From an optimization exercise on the open Yosys and OpenROAD flow, aimed at small area, a short achievable clock period and few clock cycles; shortcuts taken in it are not production practice. Where RTL was checked, it was by simulation tests only, not by an equivalence proof against the original. Function not checked in runs 2 to 4: the RTL went through the layout flow alone. Power figures rest on the tool's default switching activity, not on a simulated workload.

==> flow/design.v <==
module twb #(parameter RW = 14, parameter PW = 20) (
    input  signed [RW-1:0] r1,
    input  signed [RW-1:0] r2,
    input  ben, bneg, cen, cneg, den, e16, e32, fen, f8, fneg,
    input  [5:0] kr,
    input  [5:0] ki,
    output [PW-1:0] sr, cr,
    output [PW-1:0] si, ci
);
wire signed [PW-1:0] x1 = r1, x2 = r2;
wire fpos = ~fneg;
wire [PW-1:0] a1 = {x1[PW-7:0], kr};
wire [PW-1:0] a2 = {x2[PW-7:0], ki};
wire [PW-1:0] b1 = ({PW{ben}} & x1) ^ {PW{bneg}};
wire [PW-1:0] b2 = ({PW{ben}} & x2) ^ {PW{bneg}};
wire [PW-1:0] c1 = ({PW{cen}} & (x1 <<< 2)) ^ {PW{cneg}};
wire [PW-1:0] c2 = ({PW{cen}} & (x2 <<< 2)) ^ {PW{cneg}};
wire [PW-1:0] d1 = ({PW{den}} & (x1 <<< 4)) ^ {PW{den}};
wire [PW-1:0] d2 = ({PW{den}} & (x2 <<< 4)) ^ {PW{den}};
wire [PW-1:0] e1 = ({PW{e16}} & (x1 <<< 4)) | ({PW{e32}} & (x1 <<< 5));
wire [PW-1:0] e2 = ({PW{e16}} & (x2 <<< 4)) | ({PW{e32}} & (x2 <<< 5));
wire [PW-1:0] g1 = {PW{fen}} & (f8 ? (x1 <<< 3) : (x1 <<< 2));
wire [PW-1:0] g2 = {PW{fen}} & (f8 ? (x2 <<< 3) : (x2 <<< 2));
csa6 #(.W(PW)) ur (.t1(a1), .t2(b1), .t3(c1), .t4(d1), .t5(e2), .t6(g2 ^ {PW{fneg}}), .s(sr), .c(cr));
csa6 #(.W(PW)) ui (.t1(a2), .t2(b2), .t3(c2), .t4(d2), .t5(~e1), .t6(g1 ^ {PW{fpos}}), .s(si), .c(ci));
endmodule
module csa6 #(parameter W = 20) (
    input  [W-1:0] t1, t2, t3, t4, t5, t6,
    output [W-1:0] s, c
);
wire [W-1:0] s1 = t1 ^ t2 ^ t3;
wire [W-1:0] c1 = {((t1 & t2) | (t1 & t3) | (t2 & t3)), 1'b0};
wire [W-1:0] s2 = t4 ^ t5 ^ t6;
wire [W-1:0] c2 = {((t4 & t5) | (t4 & t6) | (t5 & t6)), 1'b0};
wire [W-1:0] s3 = s1 ^ c1 ^ s2;
wire [W-1:0] c3 = {((s1 & c1) | (s1 & s2) | (c1 & s2)), 1'b0};
assign s = s3 ^ c3 ^ c2;
assign c = {((s3 & c3) | (s3 & c2) | (c3 & c2)), 1'b0};
endmodule
module tpa #(parameter W = 14) (
    input  signed [W-2:0] vr,
    input  signed [W-2:0] vi,
    input  e,
    output [W-1:0] r1,
    output [W-1:0] r2
);
wire signed [W-1:0] xr = vr, xi = vi;
assign r1 = xr + ({W{e}} & xi);
wire [W:0] t = {xi, 1'b1} + {({W{e}} & ~xr), e};
assign r2 = t[W:1];
endmodule
module bfd #(parameter W = 13) (
    input  [W-1:0] tr, ti, vr, vi,
    input  [1:0] w,
    output [W-1:0] fr, fi
);
wire nx = w[1] | w[0], ny = w[1] & w[0], px = ~nx, py = ~ny;
wire [W:0] zx = {tr, 1'b1} + {~vr, px};
wire [W:0] zy = {ti, 1'b1} + {~vi, py};
wire [W-1:0] x = zx[W:1] ^ {W{nx}};
wire [W-1:0] y = zy[W:1] ^ {W{ny}};
assign fr = w[1] ? y : x;
assign fi = w[1] ? x : y;
endmodule
module t45 (
    input  signed [22:0] x,
    input  e,
    output [27:0] s, c
);
wire signed [27:0] y = x;
wire [27:0] g = {28{e}} & y;
wire [27:0] t1 = {y[21:0], 4'b0000, e, 1'b0};    
wire [27:0] t2 = g;
wire [27:0] t3 = ~{g[25:0], 2'b00} & {28{e}};
wire [27:0] t4 = ~{g[23:0], 4'b0000} & {28{e}};
wire [27:0] s1 = t1 ^ t2 ^ t3;
wire [27:0] c1 = {((t1 & t2) | (t1 & t3) | (t2 & t3)), 1'b0};
assign s = s1 ^ c1 ^ t4;
assign c = {((s1 & c1) | (s1 & t4) | (c1 & t4)), 1'b0};
endmodule
module FFT(
input clk,
input rst_n,
input in_valid,
input signed [11:0] din_r,
input signed [11:0] din_i,
output out_valid,
output signed [15:0] dout_r,
output signed [15:0] dout_i
);
integer k;
function [21:0] tc1;
    input [3:0] n;
    case (n)
        4'd0: tc1 = 22'b0000000000_000000_000010;   
        4'd1: tc1 = 22'b1100010101_000010_000010;   
        4'd2: tc1 = 22'b1111001111_000011_000011;   
        4'd3: tc1 = 22'b1010101100_000001_000011;   
        4'd4: tc1 = 22'b1011100000_000010_000100;   
        4'd5: tc1 = 22'b1010101100_000001_000011;   
        4'd6: tc1 = 22'b1111001111_000011_000011;   
        4'd7: tc1 = 22'b1100010101_000010_000010;   
        4'd8: tc1 = 22'b0000000000_000000_000010;   
        4'd9: tc1 = 22'b1100010101_000010_000010;   
        4'd10: tc1 = 22'b1111001111_000011_000011;   
        4'd11: tc1 = 22'b1010101100_000001_000011;   
        4'd12: tc1 = 22'b1011100000_000010_000100;   
        4'd13: tc1 = 22'b1010101100_000001_000011;   
        4'd14: tc1 = 22'b1111001111_000011_000011;   
        4'd15: tc1 = 22'b1100010101_000010_000010;   
        default: tc1 = 22'd0;
    endcase
endfunction
function [0:0] ts1;
    input [3:0] n;
    case (n)
        4'd0: ts1 = 1'b0;
        4'd1: ts1 = 1'b0;
        4'd2: ts1 = 1'b0;
        4'd3: ts1 = 1'b0;
        4'd4: ts1 = 1'b0;
        4'd5: ts1 = 1'b1;
        4'd6: ts1 = 1'b1;
        4'd7: ts1 = 1'b1;
        4'd8: ts1 = 1'b0;
        4'd9: ts1 = 1'b0;
        4'd10: ts1 = 1'b0;
        4'd11: ts1 = 1'b0;
        4'd12: ts1 = 1'b0;
        4'd13: ts1 = 1'b1;
        4'd14: ts1 = 1'b1;
        4'd15: ts1 = 1'b1;
        default: ts1 = 1'd0;
    endcase
endfunction
function [0:0] te1;
    input [3:0] n;
    case (n)
        4'd0: te1 = 1'b0;
        4'd1: te1 = 1'b0;
        4'd2: te1 = 1'b0;
        4'd3: te1 = 1'b0;
        4'd4: te1 = 1'b1;
        4'd5: te1 = 1'b0;
        4'd6: te1 = 1'b0;
        4'd7: te1 = 1'b0;
        4'd8: te1 = 1'b0;
        4'd9: te1 = 1'b0;
        4'd10: te1 = 1'b0;
        4'd11: te1 = 1'b0;
        4'd12: te1 = 1'b1;
        4'd13: te1 = 1'b0;
        4'd14: te1 = 1'b0;
        4'd15: te1 = 1'b0;
        default: te1 = 1'd0;
    endcase
endfunction
function [1:0] wr1;
    input [3:0] n;
    case (n)
        4'd0: wr1 = 2'b00;
        4'd1: wr1 = 2'b00;
        4'd2: wr1 = 2'b00;
        4'd3: wr1 = 2'b00;
        4'd4: wr1 = 2'b00;
        4'd5: wr1 = 2'b01;
        4'd6: wr1 = 2'b01;
        4'd7: wr1 = 2'b01;
        4'd8: wr1 = 2'b10;
        4'd9: wr1 = 2'b10;
        4'd10: wr1 = 2'b10;
        4'd11: wr1 = 2'b10;
        4'd12: wr1 = 2'b10;
        4'd13: wr1 = 2'b11;
        4'd14: wr1 = 2'b11;
        4'd15: wr1 = 2'b11;
        default: wr1 = 2'd0;
    endcase
endfunction
function [21:0] tc2;
    input [2:0] n;
    case (n)
        3'd0: tc2 = 22'b0000000000_000000_000010;   
        3'd1: tc2 = 22'b1111001111_000011_000011;   
        3'd2: tc2 = 22'b1011100000_000010_000100;   
        3'd3: tc2 = 22'b1111001111_000011_000011;   
        3'd4: tc2 = 22'b0000000000_000000_000010;   
        3'd5: tc2 = 22'b1111001111_000011_000011;   
        3'd6: tc2 = 22'b1011100000_000010_000100;   
        3'd7: tc2 = 22'b1111001111_000011_000011;   
        default: tc2 = 22'd0;
    endcase
endfunction
function [0:0] ts2;
    input [2:0] n;
    case (n)
        3'd0: ts2 = 1'b0;
        3'd1: ts2 = 1'b0;
        3'd2: ts2 = 1'b0;
        3'd3: ts2 = 1'b1;
        3'd4: ts2 = 1'b0;
        3'd5: ts2 = 1'b0;
        3'd6: ts2 = 1'b0;
        3'd7: ts2 = 1'b1;
        default: ts2 = 1'd0;
    endcase
endfunction
function [0:0] te2;
    input [2:0] n;
    case (n)
        3'd0: te2 = 1'b0;
        3'd1: te2 = 1'b0;
        3'd2: te2 = 1'b1;
        3'd3: te2 = 1'b0;
        3'd4: te2 = 1'b0;
        3'd5: te2 = 1'b0;
        3'd6: te2 = 1'b1;
        3'd7: te2 = 1'b0;
        default: te2 = 1'd0;
    endcase
endfunction
function [1:0] wr2;
    input [2:0] n;
    case (n)
        3'd0: wr2 = 2'b00;
        3'd1: wr2 = 2'b00;
        3'd2: wr2 = 2'b00;
        3'd3: wr2 = 2'b01;
        3'd4: wr2 = 2'b10;
        3'd5: wr2 = 2'b10;
        3'd6: wr2 = 2'b10;
        3'd7: wr2 = 2'b11;
        default: wr2 = 2'd0;
    endcase
endfunction
function [21:0] tc3;
    input [1:0] n;
    case (n)
        2'd0: tc3 = 22'b0000000000_000000_000010;   
        2'd1: tc3 = 22'b1011100000_000010_000100;   
        2'd2: tc3 = 22'b0000000000_000000_000010;   
        2'd3: tc3 = 22'b1011100000_000010_000100;   
        default: tc3 = 22'd0;
    endcase
endfunction
function [0:0] ts3;
    input [1:0] n;
    case (n)
        2'd0: ts3 = 1'b0;
        2'd1: ts3 = 1'b0;
        2'd2: ts3 = 1'b0;
        2'd3: ts3 = 1'b0;
        default: ts3 = 1'd0;
    endcase
endfunction
function [0:0] te3;
    input [1:0] n;
    case (n)
        2'd0: te3 = 1'b0;
        2'd1: te3 = 1'b1;
        2'd2: te3 = 1'b0;
        2'd3: te3 = 1'b1;
        default: te3 = 1'd0;
    endcase
endfunction
function [1:0] wr3;
    input [1:0] n;
    case (n)
        2'd0: wr3 = 2'b00;
        2'd1: wr3 = 2'b00;
        2'd2: wr3 = 2'b10;
        2'd3: wr3 = 2'b10;
        default: wr3 = 2'd0;
    endcase
endfunction
reg [6:0] cnt;       
reg       ov;
localparam CW = 32;
function [CW-1:0] ctlf;
    input [6:0] c;
    reg [6:0] i1, i2, i3, i4, i5, ja, jb, n1, n2, n3;
    begin
        i1 = c - 7'd1;  n1 = c + 7'd1;
        i2 = c - 7'd18; n2 = c - 7'd16;
        i3 = c - 7'd27; n3 = c - 7'd25;
        i4 = c - 7'd32;
        i5 = c - 7'd35;
        ja = c - 7'd36;
        jb = c - 7'd51;
        ctlf = {i1[4], n1[3:0], te1(n1[3:0]), wr1(i1[3:0]),         
                i2[3], n2[2:0], te2(n2[2:0]), wr2(i2[2:0]),         
                i3[2], n3[1:0], te3(n3[1:0]), wr3(i3[1:0]),         
                i4[1], i4[0], 1'b0,                                 
                i5[0], ja[4] & ~ja[0], jb[3] & ~jb[1],              
                5'd0};
    end
endfunction
reg [CW-1:0] ctl;
always @(posedge clk or negedge rst_n) begin
    if (!rst_n) begin
        cnt <= 7'd0;
        ov  <= 1'b0;
        ctl <= ctlf(7'd0);
    end else begin
        if ((cnt != 7'd0 || in_valid) && cnt != 7'd127) cnt <= cnt + 7'd1;
        ctl <= (cnt != 7'd0 || in_valid) ? ctlf(cnt + 7'd1) : ctlf(7'd0);
        if (cnt == 7'd57) ov <= 1'b1;
    end
end
assign out_valid = ov;
wire       ph1 = ctl[31];
wire [3:0] m1  = ctl[30:27];
wire       e1  = ctl[26];
wire [1:0] w1  = ctl[25:24];
wire       ph2 = ctl[23];
wire [2:0] m2  = ctl[22:20];
wire       e2  = ctl[19];
wire [1:0] w2  = ctl[18:17];
wire       ph3 = ctl[16];
wire [1:0] m3  = ctl[15:14];
wire       e3  = ctl[13];
wire [1:0] w3  = ctl[12:11];
wire       ph4 = ctl[10];
wire [1:0] w4  = {ctl[9], 1'b0};
wire       ph5 = ctl[7];
wire       sela = ctl[6];
wire       selb = ctl[5];
reg signed [11:0] xr, xi;
always @(posedge clk) begin
    xr <= din_r;
    xi <= din_i;
end
reg signed [12:0] d1r [0:15];
reg signed [12:0] d1i [0:15];
wire signed [12:0] t1r = d1r[15], t1i = d1i[15];
wire signed [12:0] s1r = t1r + xr, s1i = t1i + xi;
wire signed [12:0] f1r, f1i;
bfd #(.W(13)) bf1 (.tr(t1r), .ti(t1i), .vr({xr[11], xr}), .vi({xi[11], xi}), .w(w1), .fr(f1r), .fi(f1i));
always @(posedge clk) begin
    d1r[0] <= ph1 ? f1r : {xr[11], xr};
    d1i[0] <= ph1 ? f1i : {xi[11], xi};
    for (k = 1; k < 16; k = k + 1) begin
        d1r[k] <= d1r[k-1];
        d1i[k] <= d1i[k-1];
    end
end
wire [13:0] r1r, r1i;
tpa #(.W(14)) ta1 (.vr(d1r[13]), .vi(d1i[13]), .e(e1), .r1(r1r), .r2(r1i));
reg signed [13:0] a1r, a1i;
reg [21:0] a1c;
reg a1s;
always @(posedge clk) begin
    a1r <= r1r; a1i <= r1i; a1c <= tc1(m1); a1s <= ts1(m1);
end
wire [19:0] b1sr, b1cr, b1si, b1ci;
twb #(.RW(14), .PW(20)) tw1 (.r1(a1r), .r2(a1i),
    .ben(a1c[21]), .bneg(a1c[20]), .cen(a1c[19]), .cneg(a1c[18]), .den(a1c[17]),
    .e16(a1c[16]), .e32(a1c[15]), .fen(a1c[14]), .f8(a1c[13]), .fneg(a1c[12]),
    .kr(a1c[11:6]), .ki(a1c[5:0]), .sr(b1sr), .cr(b1cr), .si(b1si), .ci(b1ci));
reg [19:0] q1sr, q1cr, q1si, q1ci;
reg q1s;
always @(posedge clk) begin
    q1sr <= b1sr; q1cr <= b1cr; q1si <= b1si; q1ci <= b1ci;
    q1s <= a1s;
end
wire [19:0] h1r = q1sr + q1cr, h1i = q1si + q1ci;
wire signed [19:0] p1r = q1s ? h1i : h1r;
wire signed [19:0] p1i = q1s ? h1r : h1i;
reg signed [19:0] o1r, o1i;
always @(posedge clk) begin
    o1r <= ph1 ? {s1r[12], s1r, 6'd0} : p1r;
    o1i <= ph1 ? {s1i[12], s1i, 6'd0} : p1i;
end
reg signed [20:0] d2r [0:7];
reg signed [20:0] d2i [0:7];
wire signed [20:0] t2r = d2r[7], t2i = d2i[7];
wire signed [20:0] s2r = t2r + o1r, s2i = t2i + o1i;
wire signed [20:0] f2r, f2i;
bfd #(.W(21)) bf2 (.tr(t2r), .ti(t2i), .vr({o1r[19], o1r}), .vi({o1i[19], o1i}), .w(w2), .fr(f2r), .fi(f2i));
always @(posedge clk) begin
    d2r[0] <= ph2 ? f2r : o1r;
    d2i[0] <= ph2 ? f2i : o1i;
    for (k = 1; k < 8; k = k + 1) begin
        d2r[k] <= d2r[k-1];
        d2i[k] <= d2i[k-1];
    end
end
wire [21:0] r2r, r2i;
tpa #(.W(22)) ta2 (.vr(d2r[5]), .vi(d2i[5]), .e(e2), .r1(r2r), .r2(r2i));
reg signed [21:0] a2r, a2i;
reg [21:0] a2c;
reg a2s;
always @(posedge clk) begin
    a2r <= r2r; a2i <= r2i; a2c <= tc2(m2); a2s <= ts2(m2);
end
wire [26:0] b2sr, b2cr, b2si, b2ci;
twb #(.RW(22), .PW(27)) tw2 (.r1(a2r), .r2(a2i),
    .ben(a2c[21]), .bneg(a2c[20]), .cen(a2c[19]), .cneg(a2c[18]), .den(a2c[17]),
    .e16(a2c[16]), .e32(a2c[15]), .fen(a2c[14]), .f8(a2c[13]), .fneg(a2c[12]),
    .kr(a2c[11:6]), .ki(a2c[5:0]), .sr(b2sr), .cr(b2cr), .si(b2si), .ci(b2ci));
reg [26:0] q2sr, q2cr, q2si, q2ci;
reg q2s;
always @(posedge clk) begin
    q2sr <= b2sr; q2cr <= b2cr; q2si <= b2si; q2ci <= b2ci;
    q2s <= a2s;
end
wire [26:0] h2r = q2sr + q2cr, h2i = q2si + q2ci;
wire signed [20:0] p2r = q2s ? h2i[26:6] : h2r[26:6];
wire signed [20:0] p2i = q2s ? h2r[26:6] : h2i[26:6];
reg signed [20:0] o2r, o2i;
always @(posedge clk) begin
    o2r <= ph2 ? s2r : p2r;
    o2i <= ph2 ? s2i : p2i;
end
reg signed [21:0] d3r [0:3];
reg signed [21:0] d3i [0:3];
wire signed [21:0] t3r = d3r[3], t3i = d3i[3];
wire signed [21:0] s3r = t3r + o2r, s3i = t3i + o2i;
wire signed [21:0] f3r, f3i;
bfd #(.W(22)) bf3 (.tr(t3r), .ti(t3i), .vr({o2r[20], o2r}), .vi({o2i[20], o2i}), .w(w3), .fr(f3r), .fi(f3i));
always @(posedge clk) begin
    d3r[0] <= ph3 ? f3r : o2r;
    d3i[0] <= ph3 ? f3i : o2i;
    for (k = 1; k < 4; k = k + 1) begin
        d3r[k] <= d3r[k-1];
        d3i[k] <= d3i[k-1];
    end
end
wire [22:0] r3r, r3i;
tpa #(.W(23)) ta3 (.vr(d3r[1]), .vi(d3i[1]), .e(e3), .r1(r3r), .r2(r3i));
reg signed [22:0] a3r, a3i;
reg a3k;
always @(posedge clk) begin
    a3r <= r3r; a3i <= r3i; a3k <= te3(m3);
end
wire [27:0] b3sr, b3cr, b3si, b3ci;
t45 tm3r (.x(a3r), .e(a3k), .s(b3sr), .c(b3cr));
t45 tm3i (.x(a3i), .e(a3k), .s(b3si), .c(b3ci));
reg [27:0] q3sr, q3cr, q3si, q3ci;
always @(posedge clk) begin
    q3sr <= b3sr; q3cr <= b3cr; q3si <= b3si; q3ci <= b3ci;
end
wire [27:0] h3r = q3sr + q3cr, h3i = q3si + q3ci;
reg signed [21:0] o3r, o3i;
always @(posedge clk) begin
    o3r <= ph3 ? s3r : h3r[27:6];
    o3i <= ph3 ? s3i : h3i[27:6];
end
reg signed [21:0] d4r [0:1];
reg signed [21:0] d4i [0:1];
wire signed [21:0] t4r = d4r[1], t4i = d4i[1];
wire signed [21:0] s4r = t4r + o3r, s4i = t4i + o3i;
wire signed [21:0] f4r, f4i;
bfd #(.W(22)) bf4 (.tr(t4r), .ti(t4i), .vr(o3r), .vi(o3i), .w(w4), .fr(f4r), .fi(f4i));
reg signed [21:0] o4r, o4i;
always @(posedge clk) begin
    d4r[0] <= ph4 ? f4r : o3r;
    d4i[0] <= ph4 ? f4i : o3i;
    d4r[1] <= d4r[0];
    d4i[1] <= d4i[0];
    o4r <= ph4 ? s4r : t4r;
    o4i <= ph4 ? s4i : t4i;
end
reg signed [21:0] d5r, d5i;
wire signed [21:0] s5r = d5r + o4r, s5i = d5i + o4i;
wire signed [21:0] f5r = d5r - o4r, f5i = d5i - o4i;
always @(posedge clk) begin
    d5r <= ph5 ? f5r : o4r;
    d5i <= ph5 ? f5i : o4i;
end
wire [31:0] o5 = ph5 ? {s5r[21:6], s5i[21:6]} : {d5r[21:6], d5i[21:6]};
reg [31:0] ba [0:14];
wire [31:0] outa = sela ? o5 : ba[14];
always @(posedge clk) begin
    ba[0] <= sela ? ba[14] : o5;
    for (k = 1; k < 15; k = k + 1) ba[k] <= ba[k-1];
end
reg [31:0] bb [0:5];
wire [31:0] outb = selb ? outa : bb[5];
always @(posedge clk) begin
    bb[0] <= selb ? bb[5] : outa;
    for (k = 1; k < 6; k = k + 1) bb[k] <= bb[k-1];
end
reg [31:0] dout;
always @(posedge clk) dout <= outb;
assign dout_r = dout[31:16];
assign dout_i = dout[15:0];
endmodule
==> flow/flow/run.sh <==
#!/bin/bash
# Layout flow: the standard flow (standard.sh, unchanged synthesis),
# with repair_timing aiming for 8.0 ns of setup slack and the port buffers
# made from buf_4 cells. Full tool output goes to standard.log.
set -e
bash standard.sh SETUP_SLACK_MARGIN=8.0 TNS_END_PERCENT=100 \
    'BUFFER_PORTS_ARGS=-buffer_cell sky130_fd_sc_hd__buf_4' finish > standard.log 2>&1
==> flow/standard.sh <==
#!/bin/bash
# synth_recipe.tcl (not shown) runs the flow's synth.tcl, then flattens the netlist and writes it again
# the make line also repeats each setting of config.mk as NAME=value (left out here)
make -C /OpenROAD-flow-scripts/flow DESIGN_CONFIG=/design/flow/config.mk WORK_HOME=/design/flow/orfs CLKGATE_MAP_FILE= SYNTH_SCRIPT=/design/flow/synth_recipe.tcl "${@:-finish}"
==> flow/config.mk <==
export PLATFORM = sky130hd
export DESIGN_NAME = FFT
export DESIGN_NICKNAME = FFT
export VERILOG_FILES = /design/flow/design.v
export SDC_FILE = /design/flow/constraint.sdc
export NUM_CORES = 4
export LEC_CHECK = 0
export CAP_MARGIN = 20
export CORE_MARGIN = 2
export CORE_UTILIZATION = 40
export SLEW_MARGIN = 20
==> flow/constraint.sdc <==
create_clock -name core_clock -period 12.0 [get_ports {clk}]
set_input_delay 2.4000 -clock core_clock [delete_from_list [all_inputs] [get_ports {clk}]]
set_output_delay 2.4000 -clock core_clock [all_outputs]
set_load 0.01 [all_outputs]
==> metrics.cfg, run 1 <==
[clocking]
cts_root_buf = clkbuf_16
hold_buffers = 0
cts_buffer_depth = 3
clk_latency_ns = 0.91
cts_made_buffers = 232
cts_tree = yes
clk_pin_slew_worst_paths_ns = 0.06
htree_levels = 4
cts.sinks = 2405

[drt]
drt-total-wl_um = 220800
first_pass_iters = 8
first_iter_violations = 3378
ant_nets = 0
routed_via_density = 4.862
drc = 0
routedWlPerCell_um = 17.23
dr_total_vias = 62321

[floorplanning]
initial_utilization_pct = 40.10
pin_count = 60
die_h_um = 499.9
die_area_um2 = 249900
fp.dieW_um = 499.9
floorplan.rows = 182
coreArea_um2 = 245300

[synthesis]
synth_seq_area_share_pct = 49.09
yosys.area_share.simple_pct = 9.821
synth_edf_count = 0
netlist-cell-type-count = 104
synth_compound_area_share_pct = 10.59
syn-cell-area_um2 = 98350
synthMuxAreaShare_pct = 2.063
synth_fa_ha_area_share_pct = 17.44
syn_inst = 9352
synth_ff_type = dfxtp_1
ys_async_sr_fraction_pct = 0.9979
synth-xor-area-share_pct = 6.581
yosys_warnings = 21
synth_nets = 10498
avgSynthCellArea_um2 = 10.52
synth-seq-cells = 2405
synth_top_family_by_area = adder cells

[worst_setup_path]
max_stage_delay_ns = 0.40
regToRegStartpoint = ctl[19]$_DFF_PN0_
crit_type = reg -> out
critPathBufInv = 1
slowest_stage = dfxtp_1
reg2reg_depth = 15
cp_max_fo = 1
crit_chain = buf_4
regToRegEndpoint = a2r[20]$_DFF_P_
reg2reg_slack_ns = 8.16
crit_family = flip-flops
cp-end-kind = primary output
crit_required_ns = 9.60
critPathLaunchType = flip-flop
arrival_ns = 1.45

[global_route]
grt_max_degree = 96
grt_use_met1_pct = 22.31
grt_use_met3_pct = 2.538
grt_pass1_vias = 63452
grt_first_pass_wirelength_um = 346200
grtUsageMet2_pct = 30.49
antenna_found_initial = 9
grt_overflow_total = 0
grt_util_all_layers_pct = 17.45
busiest_layer = met2

[flow_run]
cap_violations = 0

[place]
io_buffers = 59
dp_hpwl_um = 166100
gp_congestion = 0.8691
dp_cells = 12363

[worst_hold_path]
holdPathEnd = ba[6][27]$_DFF_P_
hold_class = reg -> reg
min-delay-start = ba[5][27]$_DFF_P_
hold_depth = 0

[timing]
worstMarginPinSlew_ns = 1.034
finalSetupViolCount = 0
tns_ns = 0
rsz0062_at_grt = yes
finalHoldViolCount = 0
max_freq_mhz = 259.4
drv_slew = 0
finalCritPeriodShare_pct = 32.12
maxSlewHeadroom_pct = 31.05
fin_crit_ns = 3.855
clock_skew_ns = 0.1027

[finish]
final_cell_mix = dfxtp_1, inv_1, nor2_1
syn2layout_area_growth_pct = 12.46
final_common_cell = dfxtp_1
final_nets = 10534
fillers = 22454
drive_gt1_share_pct = 7.089
post_layout_nonfiller_instances = 12817

[outcome]
outcome = timing/DRC/antenna clean

[power_and_ir_drop]
total_power_w = 0.03165
cellPowerDensity_nw_per_um2 = 286.2
ir_drop_uv = 156.0
p_leak_nw = 48.87

-- cell families (layout without fill, tap and decap cells) --
family / after synthesis / count (layout)
flops: 2405 / 2405
simple gates: 2095 / 2095
compound gates: 1655 / 1655
buf+inv: 1144 / 1384
fa+ha+maj: 1120 / 1120
xor+xnor: 739 / 739
mux: 194 / 194
other cells: 0 / 5
-- cell usage after synthesis (all sizes together), types with 15 or more instances --
| cell type | number | area share, % |
|---|---|---|
| mux2 | 70 | 0.80 |
| dfxtp | 2381 | 48 |
| nand2 | 560 | 2.1 |
| o21bai | 110 | 0.84 |
| inv | 824 | 3.1 |
| nor2 | 751 | 2.9 |
| nand2b | 103 | 0.66 |
| and3 | 44 | 0.28 |
| or2 | 16 | 0.10 |
| a22oi | 41 | 0.31 |
| o211ai | 43 | 0.33 |
| o31ai | 36 | 0.28 |
| o21ai | 382 | 2.0 |
| mux2i | 124 | 1.3 |
| nor4 | 21 | 0.13 |
| o21a | 56 | 0.43 |
| and2 | 150 | 0.95 |
| buf | 58 | 0.23 |
| a21o | 99 | 0.76 |
| ha | 701 | 8.9 |
| xnor2 | 561 | 5.0 |
| a21oi | 562 | 2.9 |
| a31oi | 59 | 0.38 |
| dfrtp | 15 | 0.38 |
| clkbuf | 258 | 1.0 |
| or3 | 43 | 0.27 |
| nor3 | 124 | 0.64 |
| fa | 418 | 8.5 |
| nor2b | 145 | 0.92 |
| xor2 | 178 | 1.6 |
| nand3 | 82 | 0.42 |
| a211oi | 56 | 0.43 |
| o41ai | 18 | 0.21 |
-- repair_timing --
item,in CTS,in global routing
setup endpoints to repair,16,14
resized for setup,6,14
buffers inserted,2,8
endpoints found under the hold margin,0,0
pin swaps,0,14
gates cloned,1,0
-- worst max-delay path by stage --
| stage | to | start | cells past startpoint |
|---|---|---|---|
| 6_report | dout_i[9] | dout[9]$_DFF_P_ | 1 |
| 4_1_cts | a2r[20]$_DFF_P_ | ctl[19]$_DFF_PN0_ | 15 |
| 3_5_place_dp | a2r[20]$_DFF_P_ | ctl[19]$_DFF_PN0_ | 15 |
| 3_3_place_gp | a2r[20]$_DFF_P_ | ctl[19]$_DFF_PN0_ | 15 |
| 2_1_floorplan | a3r[20]$_DFF_P_ | ctl[27]$_DFF_PN1_ | 16 |
| 5_1_grt | a3r[20]$_DFF_P_ | ctl[27]$_DFF_PN1_ | 15 |
-- flip-flops by register name, summed over array words and instances, names as in the netlist, 23 cells and up --
| signal | cells |
|---|---|
| a3i | 23 |
| a3r | 23 |
| ba | 480 |
| bb | 192 |
| d1i | 208 |
| d1r | 208 |
| d2i | 168 |
| d2r | 168 |
| d3i | 88 |
| d3r | 88 |
| d4i | 44 |
| d4r | 44 |
| dout | 32 |
| q2ci | 25 |
| q2cr | 25 |
| q2si | 25 |
| q2sr | 25 |
| q3ci | 27 |
| q3cr | 27 |
| q3si | 27 |
| q3sr | 27 |
-- layer usage --
metal	part of all wire, %	vias to the layer above
met2	48	1061
li1	-	30789
met5	0.0059	-
met3	3.8	354
met1	45	30115
met4	2.4	2
-- report_power, final --
group	internal, W	total, W	leakage [nW]	switching [W]
Sequential	0.0110	0.0123	20.3	0.00133
Combinational	0.00482	0.0116	24.5	0.00675
Clock	0.00452	0.00775	4.05	0.00323
Total	0.0203	0.0317	48.9	0.0113
-- stage by stage --
stage	util [%]	area [um2]	setup WS (ns)	hold WS, ns
after CTS	45.03	110400	7.969	0.2511
final	45.10	110600	8.145	0.2653
after detailed placement	41.58	102000	7.246	0.3121
after floorplan	-	98350	8.010	0.3096
after global routing	45.10	110600	7.943	0.2601
after global placement	41.58	102000	7.223	0.3097
-- final cells by class --
class,instances,area (um2),area share [%]
Inverter,828,3112,2.813
Clock buffer,303,6422,5.806
Multi-Input combinational cell,5803,45810,41.42
Antenna cell,5,12.51,0.01131
Sequential cell,2405,48310,43.68
Tap cell,3220,4029,3.642
Clock inverter,135,2002,1.810
Timing Repair Buffer,117,903.4,0.8167
Timing Repair inverter,1,5.005,0.004525
Testbench counts, summed over its fixed seeds: cycles 22,784.
==> run 2: changes to the inputs <==
--- a/flow/design.v
+++ b/flow/design.v
@@ -335,3 +335,2 @@
 wire signed [12:0] t1r = d1r[15], t1i = d1i[15];
-wire signed [12:0] s1r = t1r + xr, s1i = t1i + xi;
 wire signed [12:0] f1r, f1i;
@@ -365,9 +364,10 @@
 end
-wire [19:0] h1r = q1sr + q1cr, h1i = q1si + q1ci;
-wire signed [19:0] p1r = q1s ? h1i : h1r;
-wire signed [19:0] p1i = q1s ? h1r : h1i;
+wire [19:0] g1ar = ph1 ? {t1r[12], t1r, 6'd0} : q1sr, g1br = ph1 ? {xr[11], xr[11], xr, 6'd0} : q1cr;
+wire [19:0] g1ai = ph1 ? {t1i[12], t1i, 6'd0} : q1si, g1bi = ph1 ? {xi[11], xi[11], xi, 6'd0} : q1ci;
+wire [19:0] h1r = g1ar + g1br, h1i = g1ai + g1bi;
+wire sw1 = q1s & ~ph1;
 reg signed [19:0] o1r, o1i;
 always @(posedge clk) begin
-    o1r <= ph1 ? {s1r[12], s1r, 6'd0} : p1r;
-    o1i <= ph1 ? {s1i[12], s1i, 6'd0} : p1i;
+    o1r <= sw1 ? h1i : h1r;
+    o1i <= sw1 ? h1r : h1i;
 end
@@ -376,3 +376,2 @@
 wire signed [20:0] t2r = d2r[7], t2i = d2i[7];
-wire signed [20:0] s2r = t2r + o1r, s2i = t2i + o1i;
 wire signed [20:0] f2r, f2i;
@@ -406,9 +405,10 @@
 end
-wire [26:0] h2r = q2sr + q2cr, h2i = q2si + q2ci;
-wire signed [20:0] p2r = q2s ? h2i[26:6] : h2r[26:6];
-wire signed [20:0] p2i = q2s ? h2r[26:6] : h2i[26:6];
+wire [26:0] g2ar = ph2 ? {t2r, 6'd0} : q2sr, g2br = ph2 ? {o1r[19], o1r, 6'd0} : q2cr;
+wire [26:0] g2ai = ph2 ? {t2i, 6'd0} : q2si, g2bi = ph2 ? {o1i[19], o1i, 6'd0} : q2ci;
+wire [26:0] h2r = g2ar + g2br, h2i = g2ai + g2bi;
+wire sw2 = q2s & ~ph2;
 reg signed [20:0] o2r, o2i;
 always @(posedge clk) begin
-    o2r <= ph2 ? s2r : p2r;
-    o2i <= ph2 ? s2i : p2i;
+    o2r <= sw2 ? h2i[26:6] : h2r[26:6];
+    o2i <= sw2 ? h2r[26:6] : h2i[26:6];
 end
@@ -417,3 +417,2 @@
 wire signed [21:0] t3r = d3r[3], t3i = d3i[3];
-wire signed [21:0] s3r = t3r + o2r, s3i = t3i + o2i;
 wire signed [21:0] f3r, f3i;
@@ -442,7 +441,9 @@
 end
-wire [27:0] h3r = q3sr + q3cr, h3i = q3si + q3ci;
+wire [27:0] g3ar = ph3 ? {t3r, 6'd0} : q3sr, g3br = ph3 ? {o2r[20], o2r, 6'd0} : q3cr;
+wire [27:0] g3ai = ph3 ? {t3i, 6'd0} : q3si, g3bi = ph3 ? {o2i[20], o2i, 6'd0} : q3ci;
+wire [27:0] h3r = g3ar + g3br, h3i = g3ai + g3bi;
 reg signed [21:0] o3r, o3i;
 always @(posedge clk) begin
-    o3r <= ph3 ? s3r : h3r[27:6];
-    o3i <= ph3 ? s3i : h3i[27:6];
+    o3r <= h3r[27:6];
+    o3i <= h3i[27:6];
 end
==> flow/flow/run.sh (replaced) <==
#!/bin/bash
# Layout flow: the standard flow (standard.sh, unchanged synthesis),
# with repair_timing aiming for 8.6 ns of setup slack and the port buffers
# made from buf_4 cells. Full tool output goes to standard.log.
set -e
bash standard.sh SETUP_SLACK_MARGIN=8.6 TNS_END_PERCENT=100 \
    'BUFFER_PORTS_ARGS=-buffer_cell sky130_fd_sc_hd__buf_4' finish > standard.log 2>&1
==> run 2 against run 1 <==
Effect of this change:
- clock power about the same
- maximum frequency up 1.1%
- still clean
- largest power group unchanged
- clock skew down 0.028 ns
- sequential power up 6%
- area after synthesis down 1.9%
- combinational power about the same
- wire length up 6.5%
- highest routed layer unchanged
- via count up 0.30%
- total power up 3.2%
- register-to-register slack better by 0.14 ns
- core utilization up 2.4 points
==> metrics.cfg, run 2 <==
[clocking]
hold_buffers = 0  ; unchanged
clk_pin_slew_worst_paths_ns = 0.06  ; about the same
cts_tree = yes
cts.sinks = 2405  ; unchanged
cts_buffer_depth = 3  ; unchanged
cts_root_buf = clkbuf_16
cts_made_buffers = 238  ; +2.6%
clk_latency_ns = 0.90  ; about the same
htree_levels = 4  ; unchanged

[finish]
multi_input_area_um2 = 46830  ; +2.2%
post_layout_nonfiller_instances = 12649  ; -1.3%
top_register = ba
syn2layout_area_growth_pct = 18.31
post-route-util_pct = 47.51  ; +2.4 points
final_cell_mix = dfxtp_1, inv_1, nor2_1
fillers = 21503  ; -4.2%
reg_top3 = ba x480, d1i x208, d1r x208
final_common_cell = dfxtp_1
largest_register_ffs = 480  ; unchanged
final_nets = 10292  ; -2.3%
drive_gt1_share_pct = 15.57  ; +8.5 points
register_area_um2 = 48410  ; +0.21%

[synthesis]
ys_async_sr_fraction_pct = 0.9979  ; unchanged
synth_seq_area_share_pct = 50.03  ; +0.94 points
synth_area_leaders = dfxtp_1, fa_1, ha_1, xnor2_1, mux2_2
synth_nets = 10025  ; -4.5%
syn-cell-area_um2 = 96500  ; -1.9%
yosys.area.top_type = dfxtp_1
synth_edf_count = 0  ; unchanged
synth-seq-cells = 2405  ; unchanged
syn_inst = 8991  ; -3.9%
netlist-cell-type-count = 101  ; -2.9%
synth_common_cells = dfxtp_1, inv_1, nor2_1, ha_1, nand2_1
avgSynthCellArea_um2 = 10.73  ; +2.1%
synth_ff_type = dfxtp_1
yosys_warnings = 21  ; unchanged
yosysMostFrequentCell = dfxtp_1
yosysTopAreaCellShare_pct = 49.40  ; +0.93 points

[worst_setup_path]
crit_chain = buf_6
arrival_ns = 1.41  ; -0.04 ns
critPathLaunch = ov$_DFFE_PN0N_
crit_family = flip-flops
critPathBufInv = 1  ; unchanged
max_stage_delay_ns = 0.39  ; about the same
cp_max_fo = 2  ; +1
regToRegEndpoint = o2r[19]$_DFF_P_
crit_required_ns = 9.60  ; about the same
cp-end-kind = primary output
critPathLaunchType = flip-flop
reg2reg_slack_ns = 8.30  ; +0.14 ns
crit_type = reg -> out
slowest_stage = dfrtp_1
reg2reg_depth = 17  ; +2
regToRegStartpoint = ctl[23]$_DFF_PN1_
worstSetupPathDepth = 1  ; unchanged
endpoint = out_valid

[drt]
first_pass_iters = 6  ; -2
ant_nets = 0  ; unchanged
dr_total_vias = 62511  ; +0.30%
routed_via_density = 4.942  ; +1.6%
drc = 0  ; unchanged
first_iter_violations = 3387  ; +0.27%
drt-total-wl_um = 235200  ; +6.5%
routedWlPerCell_um = 18.60  ; +7.9%

[timing]
tns_ns = 0  ; unchanged
finalCritPeriodShare_pct = 31.76  ; -0.36 points
drv_slew = 0  ; unchanged
worstMarginPinSlew_ns = 1.033  ; -0.001119 ns
max_freq_mhz = 262.4  ; +1.1%
finalHoldViolCount = 0  ; unchanged
maxSlewHeadroom_pct = 30.25  ; -0.80 points
clock_skew_ns = 0.07460  ; -0.02812 ns
rsz0062_at_grt = yes
finalSetupViolCount = 0  ; unchanged
holdWs_ns = 0.2774  ; +0.01211 ns
fin_crit_ns = 3.811  ; -0.04347 ns

[worst_hold_path]
hold_class = reg -> reg
min-delay-start = d3r[2][10]$_DFF_P_

[place]
gp_congestion = 0.9044  ; +4.1%
dp_hpwl_um = 167500  ; +0.86%
dp_cells = 11988  ; -3.0%
io_buffers = 59  ; unchanged

[global_route]
grt_pass1_vias = 63833  ; +0.60%
grt_first_pass_wirelength_um = 361600  ; +4.4%
grt_max_degree = 83  ; -14%
antenna_found_initial = 9  ; unchanged
grt_util_all_layers_pct = 18.85  ; +1.4 points
grt_overflow_total = 0  ; unchanged

[flow_run]
cap_violations = 0  ; unchanged

[floorplanning]
die_area_um2 = 245200  ; -1.9%
floorplan.rows = 180  ; -1.1%
initial_utilization_pct = 40.16  ; +0.054 points
pin_count = 60  ; unchanged
fp.dieW_um = 495.2  ; -0.94%
coreArea_um2 = 240300  ; -2.0%
die_h_um = 495.2  ; -0.94%

[power_and_ir_drop]
ir_drop_uv = 179.4  ; +15%
p_leak_nw = 49.87  ; +2.0%
cellPowerDensity_nw_per_um2 = 286.0  ; about the same

[outcome]
outcome = timing/DRC/antenna clean

==> run 2: changes by cell type in the layout (fill, tap and decap cells not counted), sizes merged, moves of 24 or more <==
cell / change
nor2: -106
ha: -106
nand3: +27
o21bai: -53
mux2i: -31
xor2: -24
mux2: +208
a21oi: -133
o21ai: -63
inv: -42
xnor2: -118
buf: +197
==> run 2: logic make-up after synthesis <==
logic type      count (synthesis)  share of synthesized area (%)
buf+inv                      1078                          4.213
compound gates               1438                          9.629
xor+xnor                      598                          5.442
fa+ha+maj                    1008                          16.27
simple gates                 2093                          10.21
mux                           371                          4.209
flops                        2405                          50.03
==> run 2: power by group <==
| part | leakage (nW) | internal, W | switching (W) |
|---|---|---|---|
| clock network | 4.11 | 0.00456 | 0.00322 |
| logic | 25.4 | 0.00532 | 0.00657 |
| registers | 20.3 | 0.0111 | 0.00186 |
==> run 2: how the worst min path moves through the flow <==
stage                               to  cells past startpoint
floorplan            ba[10][0]$_DFF_P_                      0
global placement     d4i[1][2]$_DFF_P_                      0
detailed placement   ba[9][31]$_DFF_P_                      0
CTS                 d3r[3][10]$_DFF_P_                      0
global route        d4i[1][21]$_DFF_P_                      0
finish              d3r[3][10]$_DFF_P_                      0
==> run 2: repair_timing <==
item	CTS	global route
gates resized for setup	453	248
setup endpoints to repair	380	222
cloned	20	3
buffers inserted	126	66
pin swaps	139	173
==> run 2: final cells by class <==
cell class | count | area share [%]
Clock inverter | 117 | 1.478
Sequential cell | 2405 | 42.40
Clock buffer | 323 | 5.920
Timing Repair inverter | 1 | 0.007671
Tap cell | 3185 | 3.490
Timing Repair Buffer | 322 | 3.081
Inverter | 782 | 2.595
Antenna cell | 6 | 0.01315
Multi-Input combinational cell | 5508 | 41.01
==> run 2: per-layer routing <==
| layer | vias up | global-route usage [%] | share of wire, % |
|---|---|---|---|
| li1 | 30310 | - | - |
| met1 | 30520 | 23.42 | 43 |
| met2 | 1207 | 33.04 | 49 |
| met3 | 466 | 2.610 | 4.0 |
| met4 | 8 | 7.117 | 4.0 |
| met5 | - | 0 | 0.021 |
==> run 2: through the flow <==
| stage | cell area (um2) | power (W) | setup slack [ns] |
|---|---|---|---|
| floorplan | 96790 | 0.02036 | 8.434 |
| global placement | 100300 | 0.02342 | 7.069 |
| detailed placement | 100300 | 0.02373 | 7.038 |
| CTS | 112500 | 0.03233 | 8.113 |
| global route | 114200 | 0.03483 | 8.115 |
| finish | 114200 | 0.03266 | 8.189 |
==> run 3: changes to the inputs <==
==> flow/flow/run.sh (replaced) <==
#!/bin/bash
# Layout flow: the standard flow (standard.sh, unchanged synthesis),
# with repair_timing aiming for 8.25 ns of setup slack and the port buffers
# made from buf_4 cells. Full tool output goes to standard.log.
set -e
bash standard.sh SETUP_SLACK_MARGIN=8.25 TNS_END_PERCENT=100  \
    'BUFFER_PORTS_ARGS=-buffer_cell sky130_fd_sc_hd__buf_4' finish > standard.log 2>&1
==> run 3 against run 2 <==
Effect of this change:
- maximum frequency is essentially flat
- sequential power is essentially flat
- sequential share of layout area grew 0.93 points
- count of clock-buffer cells in the layout shrank 1
- clock skew grew 0.028 ns
- die area is the same
- highest routed layer unchanged
- combinational power shrank 6%
- critical path depth is the same
- wire length shrank 1.7%
- core utilization shrank 1.1 points
- synthesized cell count is the same
- still clean on timing, DRC and antenna
- global-route usage shrank 0.24 points
==> metrics.cfg, run 3 <==
[outcome]
outcome = timing/DRC/antenna clean

[timing]
drv_slew = 0  ; unchanged
worstMarginPinSlew_ns = 1.066  ; +0.03277 ns
max_freq_mhz = 262.4  ; about the same
finalSetupViolCount = 0  ; unchanged
clock_skew_ns = 0.1023  ; +0.02771 ns
finalHoldViolCount = 0  ; unchanged
rsz0062_at_grt = yes
tns_ns = 0  ; unchanged
fin_crit_ns = 3.811  ; -0.0007200 ns
maxSlewHeadroom_pct = 28.50  ; -1.7 points
finalCritPeriodShare_pct = 31.75  ; about the same
layout_setup_ws_ns = 8.189  ; +0.0007200 ns

[floorplanning]
coreArea_um2 = 240300  ; unchanged
die_area_um2 = 245200  ; unchanged
initial_utilization_pct = 40.16  ; unchanged
pin_count = 60  ; unchanged
floorplan.rows = 180  ; unchanged
die_h_um = 495.2  ; unchanged
fp.dieW_um = 495.2  ; unchanged

[place]
dp_hpwl_um = 166700  ; -0.47%
gp_congestion = 0.8942  ; -1.1%
dpl-instance-area_um2 = 100200  ; -0.15%
dp_slack_ns = 7.059  ; +0.02142 ns
io_buffers = 59  ; unchanged

[synthesis]
synth_fa_ha_area_share_pct = 16.27  ; unchanged
yosys.area_share.simple_pct = 10.21  ; unchanged
synth_ff_type = dfxtp_1
ys_async_sr_fraction_pct = 0.9979  ; unchanged
synth_edf_count = 0  ; unchanged
synth_seq_area_share_pct = 50.03  ; unchanged
yosys.area.top_type = dfxtp_1
yosysMostFrequentCell = dfxtp_1
synth_compound_area_share_pct = 9.629  ; unchanged
syn_inst = 8991  ; unchanged
syn-cell-area_um2 = 96500  ; unchanged
netlist-cell-type-count = 101  ; unchanged
synthMuxAreaShare_pct = 4.209  ; unchanged
synth_nets = 10025  ; unchanged
avgSynthCellArea_um2 = 10.73  ; unchanged
yosysTopAreaCellShare_pct = 49.40  ; unchanged
synth_common_cells = dfxtp_1, inv_1, nor2_1, ha_1, nand2_1
synth_area_leaders = dfxtp_1, fa_1, ha_1, xnor2_1, mux2_2
synth_top_family_by_area = adder cells
yosys_warnings = 21  ; unchanged
synth-xor-area-share_pct = 5.442  ; unchanged
synth-seq-cells = 2405  ; unchanged

[worst_setup_path]
critPathLaunchType = flip-flop
critPathBufInv = 1  ; unchanged
reg2reg_slack_ns = 8.23  ; -0.07 ns
cp-end-kind = primary output
crit_family = flip-flops
regToRegStartpoint = ctl[23]$_DFF_PN1_
slowest_stage = dfrtp_1
regToRegEndpoint = o2i[20]$_DFF_P_
crit_type = reg -> out
crit_chain = buf_6
arrival_ns = 1.41  ; about the same
max_stage_delay_ns = 0.39  ; about the same
cp_max_fo = 2  ; unchanged
crit_required_ns = 9.60  ; about the same
reg2reg_depth = 15  ; -2

[finish]
final_common_cell = dfxtp_1
reg_top3 = ba x480, d1i x208, d1r x208
final_nets = 10195  ; -0.94%
syn2layout_area_growth_pct = 15.65
drive_gt1_share_pct = 12.46  ; -3.1 points
design_area_um2 = 111600  ; -2.3%
top_register = ba
largest_register_ffs = 480  ; unchanged
final_cell_mix = dfxtp_1, inv_1, nor2_1

[power_and_ir_drop]
ir_drop_uv = 199.2  ; +11%
p_leak_nw = 49.12  ; -1.5%
total_power_w = 0.03197  ; -2.1%
cellPowerDensity_nw_per_um2 = 286.5  ; +0.15%

[global_route]
grt_util_all_layers_pct = 18.61  ; -0.24 points
grt_pass1_vias = 62671  ; -1.8%
grt_overflow_total = 0  ; unchanged
grt_first_pass_wirelength_um = 356100  ; -1.5%
grt_max_degree = 83  ; unchanged
antenna_found_initial = 11  ; +2

[clocking]
htree_levels = 4  ; unchanged
cts_made_buffers = 234  ; -1.7%
hold_buffers = 0  ; unchanged
clk_latency_ns = 0.92  ; +0.02 ns
cts_tree = yes
clk_pin_slew_worst_paths_ns = 0.07  ; about the same
cts_buffer_depth = 3  ; unchanged
cts.sinks = 2405  ; unchanged
cts_root_buf = clkbuf_16

[drt]
routedWlPerCell_um = 18.41  ; -1.0%
drc = 0  ; unchanged
dr_total_vias = 61785  ; -1.2%
ant_nets = 0  ; unchanged
drt-total-wl_um = 231300  ; -1.7%
routed_via_density = 4.918  ; -0.48%
first_iter_violations = 3367  ; -0.59%
first_pass_iters = 5  ; -1

[worst_hold_path]
hold_depth = 0  ; unchanged
hold_class = reg -> reg
holdPathEnd = d4r[1][10]$_DFF_P_
min-delay-start = d4r[0][10]$_DFF_P_

[flow_run]
cap_violations = 0  ; unchanged

[run 3: timing repair]
| item | in CTS | in global routing |
|---|---|---|
| pin swaps | 38 | 78 |
| setup buffers | 62 | 47 |
| gates resized for setup | 167 | 143 |
| endpoints found under the setup margin | 174 | 124 |
| gates cloned | 11 | 6 |
| hold endpoints to repair | 0 | 0 |
[run 3: logic make-up (layout without fill, tap and decap cells)]
logic type | count (synthesis) | in the layout
adders and majority gates | 1008 | 1008
muxes | 371 | 371
buffers and inverters | 1078 | 1454
AOI/OAI and AO/OA | 1438 | 1438
other | 0 | 10
and+or+nand+nor | 2093 | 2093
DFF | 2405 | 2405
xor gates and xnor gates | 598 | 598
[run 3: area by class of cell]
type | instances | area [um2]
flip-flops and latches | 2405 | 48360
inverters | 782 | 2958
repair buffers | 230 | 2589
multi-input cells | 5508 | 45190
clock inverters | 120 | 1754
fillers | 21745 | 128700
diodes | 10 | 25.02
well taps | 3185 | 3985
clock buffers | 322 | 6740
[run 3: power breakdown]
part | switching (W) | internal (W) | total [W]
clock | 0.00325 | 0.00456 | 0.00781
sequential | 0.00181 | 0.0111 | 0.0129
combinational | 0.00633 | 0.00491 | 0.0112
total | 0.0114 | 0.0206 | 0.0320
[run 3: per-stage QoR]
step	hold slack [ns]	instances	util [%]
final	0.2491	12562	46.44
after global routing	0.2373	12561	46.44
after detailed placement	0.3121	11984	41.69
after global placement	0.3096	11984	41.69
after floorplan	0.3096	8991	-
after CTS	0.2370	12499	45.91
[run 3: how the worst max path moves through the flow]
| stage | from | cells after the start | slack [ns] | endpoint |
|---|---|---|---|---|
| 6_report | ov$_DFFE_PN0N_ | 1 | 8.19 | out_valid |
| 5_1_grt | ctl[23]$_DFF_PN1_ | 17 | 8.11 | o2i[19]$_DFF_P_ |
| 4_1_cts | ov$_DFFE_PN0N_ | 1 | 8.11 | out_valid |
| 3_5_place_dp | ctl[23]$_DFF_PN1_ | 13 | 7.06 | o2i[20]$_DFF_P_ |
| 3_3_place_gp | ctl[23]$_DFF_PN1_ | 13 | 7.09 | o2i[20]$_DFF_P_ |
| 2_1_floorplan | ctl[27]$_DFF_PN1_ | 16 | 8.25 | a3i[20]$_DFF_P_ |
[run 3: routing by layer]
layer | track usage (%) | routed length [um] | vias to the layer above
met4 | 8.240 | 10380 | 10
met3 | 2.644 | 9458 | 496
met5 | 0 | 65 | -
met1 | 23.54 | 101300 | 29884
met2 | 31.50 | 110000 | 1256
li1 | - | - | 30139
==> run 4: changes to the inputs <==
--- a/flow/design.v
+++ b/flow/design.v
@@ -282,9 +282,9 @@
     begin
-        i1 = c - 7'd1;  n1 = c + 7'd1;
-        i2 = c - 7'd18; n2 = c - 7'd16;
-        i3 = c - 7'd27; n3 = c - 7'd25;
-        i4 = c - 7'd32;
-        i5 = c - 7'd35;
-        ja = c - 7'd36;
-        jb = c - 7'd51;
+        i1 = c;         n1 = c + 7'd2;
+        i2 = c - 7'd17; n2 = c - 7'd15;
+        i3 = c - 7'd26; n3 = c - 7'd24;
+        i4 = c - 7'd31;
+        i5 = c - 7'd34;
+        ja = c - 7'd35;
+        jb = c - 7'd50;
         ctlf = {i1[4], n1[3:0], te1(n1[3:0]), wr1(i1[3:0]),         
@@ -306,3 +306,3 @@
         ctl <= (cnt != 7'd0 || in_valid) ? ctlf(cnt + 7'd1) : ctlf(7'd0);
-        if (cnt == 7'd57) ov <= 1'b1;
+        if (cnt == 7'd56) ov <= 1'b1;
     end
@@ -327,7 +327,3 @@
 wire       selb = ctl[5];
-reg signed [11:0] xr, xi;
-always @(posedge clk) begin
-    xr <= din_r;
-    xi <= din_i;
-end
+wire signed [11:0] xr = din_r, xi = din_i;
 reg signed [12:0] d1r [0:15];
==> flow/flow/run.sh (replaced) <==
#!/bin/bash
# Layout flow: the standard flow (standard.sh, unchanged synthesis),
# with repair_timing aiming for 8.6 ns of setup slack and the port buffers
# made from buf_4 cells. Full tool output goes to standard.log.
set -e
bash standard.sh SETUP_SLACK_MARGIN=8.6 TNS_END_PERCENT=100 \
    'BUFFER_PORTS_ARGS=-buffer_cell sky130_fd_sc_hd__buf_4' finish > standard.log 2>&1
==> run 4 against run 3 <==
Effect of this change:
- via count shrank 1.3%
- cell area rose by 1.7%
- largest cell class unchanged
- largest power group is now combinational logic
- core utilization rose by 1.2 points
- critical path depth grew 13
- synthesized cell count is 0.99% lower
- total power grew 19%
- sequential share of layout area fell by 1.1 points
- first-iteration DRC count shrank 12%
- critical endpoint is now d1r[0][11]$_DFF_P_
- sequential power hardly changed
==> metrics.cfg, run 4 <==
[synthesis]
synth_ff_type = dfxtp_1
synth-seq-cells = 2383  ; -0.91%
netlist-cell-type-count = 101  ; unchanged
synth_common_cells = dfxtp_1, inv_1, nor2_1, ha_1, nand2_1
yosysMostFrequentCell = dfxtp_1
ys_async_sr_fraction_pct = 1.091  ; +0.093 points
syn_inst = 8902  ; -0.99%
syn-cell-area_um2 = 95770  ; -0.75%
synth_nets = 9934  ; -0.91%
synth_area_leaders = dfxtp_1, fa_1, ha_1, xnor2_1, mux2_2
yosys.area.top_type = dfxtp_1
synth_edf_count = 0  ; unchanged
yosys_warnings = 21  ; unchanged
avgSynthCellArea_um2 = 10.76  ; +0.24%
yosysTopAreaCellShare_pct = 49.27  ; -0.13 points
synth_seq_area_share_pct = 49.96  ; -0.072 points

[drt]
highest_layer = met5
met1_length_um = 102300  ; +0.92%
dr_wl_met3_um = 8450  ; -11%
ant_nets = 0  ; unchanged
routed_via_density = 4.860  ; -1.2%
drc = 0  ; unchanged
first_iter_violations = 2975  ; -12%
drt-total-wl_um = 232400  ; +0.50%
wl_met2_um = 112900  ; +2.6%
first_pass_iters = 6  ; +1
dr_total_vias = 60979  ; -1.3%
routedWlPerCell_um = 18.53  ; +0.63%

[worst_setup_path]
critPathLaunchType = input port
slowest_stage = or4_4
max_stage_delay_ns = 0.51  ; +0.12 ns
reg2reg_depth = 15  ; unchanged
endpoint = d1r[0][11]$_DFF_P_
crit_chain = buf_12, inv_12, ha_4, nor3b_2, o21ai_2, a21oi_2, and3b_2, o31ai_4, buf_6, a31o_4, or4_4, o21ai_2, xnor2_1, mux2i_1
crit_required_ns = 12.74  ; +3.14 ns
crit_type = in -> reg
arrival_ns = 4.73  ; +3.32 ns
critPathBufInv = 3  ; +2
critPathLaunch = din_r[0]
cp-end-kind = flip-flop
crit_top_cell = o21ai_2
crit_family = simple AND/OR/NAND/NOR gates
worstSetupPathDepth = 14  ; +13
regToRegStartpoint = ctl[23]$_DFF_PN1_
cp_max_fo = 3  ; +1
regToRegEndpoint = o2i[12]$_DFF_P_
reg2reg_slack_ns = 8.37  ; +0.14 ns

[place]
dp_hpwl_um = 165800  ; -0.55%
io_buffers = 59  ; unchanged
gp_congestion = 0.8778  ; -1.8%

[worst_hold_path]
hold_depth = 0  ; unchanged
hold_class = reg -> reg

[finish]
syn2layout_area_growth_pct = 18.53
final_cell_mix = dfxtp_1, inv_1, nor2_1
largest_register_ffs = 480  ; unchanged
final_common_cell = dfxtp_1
top_register = ba
drive_gt1_share_pct = 16.02  ; +3.6 points
post-route-util_pct = 47.68  ; +1.2 points
final_nets = 10210  ; +0.15%
reg_top3 = ba x480, d1i x208, d1r x208

[clocking]
clk_pin_slew_worst_paths_ns = 0.06  ; about the same
clk_latency_ns = 0.91  ; about the same
cts_made_buffers = 236  ; +0.85%
cts_buffer_depth = 3  ; unchanged
cts_tree = yes
htree_levels = 4  ; unchanged
cts_root_buf = clkbuf_16
cts.sinks = 2383  ; -0.91%

[floorplanning]
die_h_um = 493.3  ; -0.37%
die_area_um2 = 243400  ; -0.75%
pin_count = 60  ; unchanged
initial_utilization_pct = 40.23  ; +0.071 points
coreArea_um2 = 238100  ; -0.93%
fp.dieW_um = 493.3  ; -0.37%
floorplan.rows = 179  ; -0.56%

[outcome]
outcome = timing/DRC/antenna clean

[timing]
tns_ns = 0  ; unchanged
finalHoldViolCount = 0  ; unchanged
finalSetupViolCount = 0  ; unchanged
max_freq_mhz = 250.6  ; -4.5%
holdWs_ns = 0.2562  ; +0.007062 ns
finalCritPeriodShare_pct = 33.26  ; +1.5 points
clock_skew_ns = 0.08845  ; -0.01386 ns
fin_crit_ns = 3.991  ; +0.1800 ns
drv_slew = 0  ; unchanged
maxSlewHeadroom_pct = 24.97  ; -3.5 points
worstMarginPinSlew_ns = 1.121  ; +0.05544 ns
rsz0062_at_grt = yes

[power_and_ir_drop]
p_leak_nw = 50.12  ; +2.0%
ir_drop_uv = 180.7  ; -9.3%
cellPowerDensity_nw_per_um2 = 335.7  ; +17%

[global_route]
grt_first_pass_wirelength_um = 358500  ; +0.66%
grt_max_degree = 88  ; +6.0%
grt_overflow_total = 0  ; unchanged
grt_pass1_vias = 62734  ; +0.10%
grt_util_all_layers_pct = 18.79  ; +0.18 points
antenna_found_initial = 10  ; -1

[flow_run]
cap_violations = 0  ; unchanged

-- run 4: changes by cell type in the layout (fill, tap and decap cells not counted), sizes merged, moves of 28 or more --
cell   previous run  this run
buf             215       326
nand3           109        77
mux2i            93       121
a21oi           429       481
-- run 4: timing repair --
| item | in CTS | in global routing |
|---|---|---|
| buffers inserted | 128 | 87 |
| hold endpoints to repair | 0 | 0 |
| hold buffers | 0 | 0 |
| gates resized for setup | 434 | 230 |
| endpoints found under the setup margin | 353 | 219 |
| pin swaps | 177 | 182 |
| gates cloned | 14 | 4 |
-- run 4: where the power goes --
| part | switching [W] | internal [W] | total [W] |
|---|---|---|---|
| registers | 0.00168 | 0.0111 | 0.0128 |
| clock network | 0.00322 | 0.00440 | 0.00762 |
| logic | 0.00984 | 0.00787 | 0.0177 |
| total | 0.0147 | 0.0234 | 0.0381 |
-- run 4: cell families after synthesis --
group | after synthesis | synth area share (%)
compound gates | 1429 | 9.393
xor+xnor | 630 | 5.776
fa+ha+maj | 1006 | 16.37
buf+inv | 1079 | 4.241
flops | 2383 | 49.96
mux | 403 | 4.580
simple gates | 1972 | 9.682
-- run 4: final cells by class --
class / count / area (um2)
tap: 3167 / 3963
clock buffer: 312 / 6631
sequential: 2383 / 47960
fill: 21370 / 124600
inverter: 781 / 2972
clock inverter: 124 / 1638
multi-input combinational: 5440 / 46740
antenna: 3 / 7.507
timing repair buffer: 336 / 3606
-- run 4: stage by stage --
stage,total power [W],instance area [um2],instances,setup slack [ns]
detailed placement,0.02872,99780,11874,6.760
global route,0.04109,113500,12544,7.959
CTS,0.03760,111600,12452,7.991
finish,0.03811,113500,12546,8.009
global placement,0.02833,99780,11874,6.859
floorplan,0.02407,96180,8902,7.422
-- run 4: metal layers --
layer | up-vias | track usage, %
met5 | - | 0
met4 | 4 | 6.534
met3 | 424 | 2.530
met2 | 1148 | 32.82
met1 | 29528 | 23.71
li1 | 29875 | -
-- run 4: worst min-delay path by stage --
stage	slack (ns)	startpoint	end
floorplan	0.31	ba[9][0]$_DFF_P_	ba[10][0]$_DFF_P_
global placement	0.31	d2r[2][16]$_DFF_P_	d2r[3][16]$_DFF_P_
detailed placement	0.31	ba[10][30]$_DFF_P_	ba[11][30]$_DFF_P_
CTS	0.25	ba[5][9]$_DFF_P_	ba[6][9]$_DFF_P_
global route	0.26	d4r[0][21]$_DFF_P_	d4r[1][21]$_DFF_P_
finish	0.26	ba[4][28]$_DFF_P_	ba[5][28]$_DFF_P_
-- run 4: worst reg2reg max path, cell delays in order, from the launching register on --
cell,delay [ns]
dfstp_4,0.71
buf_6,0.12
buf_6,0.09
nor2b_1,0.05
ha_2,0.17
or3_4,0.39
o221a_4,0.30
a2111oi_4,0.41
o31a_1,0.30
o21bai_4,0.14
a21oi_4,0.28
buf_6,0.14
inv_2,0.03
a21oi_2,0.11
xor2_1,0.19
mux2i_1,0.11

[port drivers added, routing unchanged]
How much do the figures lean on ideal ports? The routed layouts below were timed once more, with nothing changed but the port constraints.
Step 1, drivers: a clkbuf_16 drives clk and a buf_2 each remaining input, both assumed.
Step 2 also shifts input and output timing later by t, the mid clock arrival at the registers, as if the neighbouring blocks saw the same clock.
a / b / c = ideal / step 1 / step 2; a / b = the first two.
| run | shift t [ns] | setup slack, ns | pins driven straight from the clock port |
|---|---|---|---|
| run 1 | 0.948 | 8.145 / 8.054 / 8.158 | 1 |
| run 2 | 0.951 | 8.189 / 8.102 / 7.976 | 1 |
| run 3 | 0.944 | 8.189 / 8.107 / 7.982 | 1 |
| run 4 | 0.948 | 8.009 / 8.025 / 7.077 | 1 |
After both steps every run listed still meets setup and hold. For run 4, which loses most, drivers alone change the setup slack by +0.016 ns; drivers and shift together by -0.932 ns.
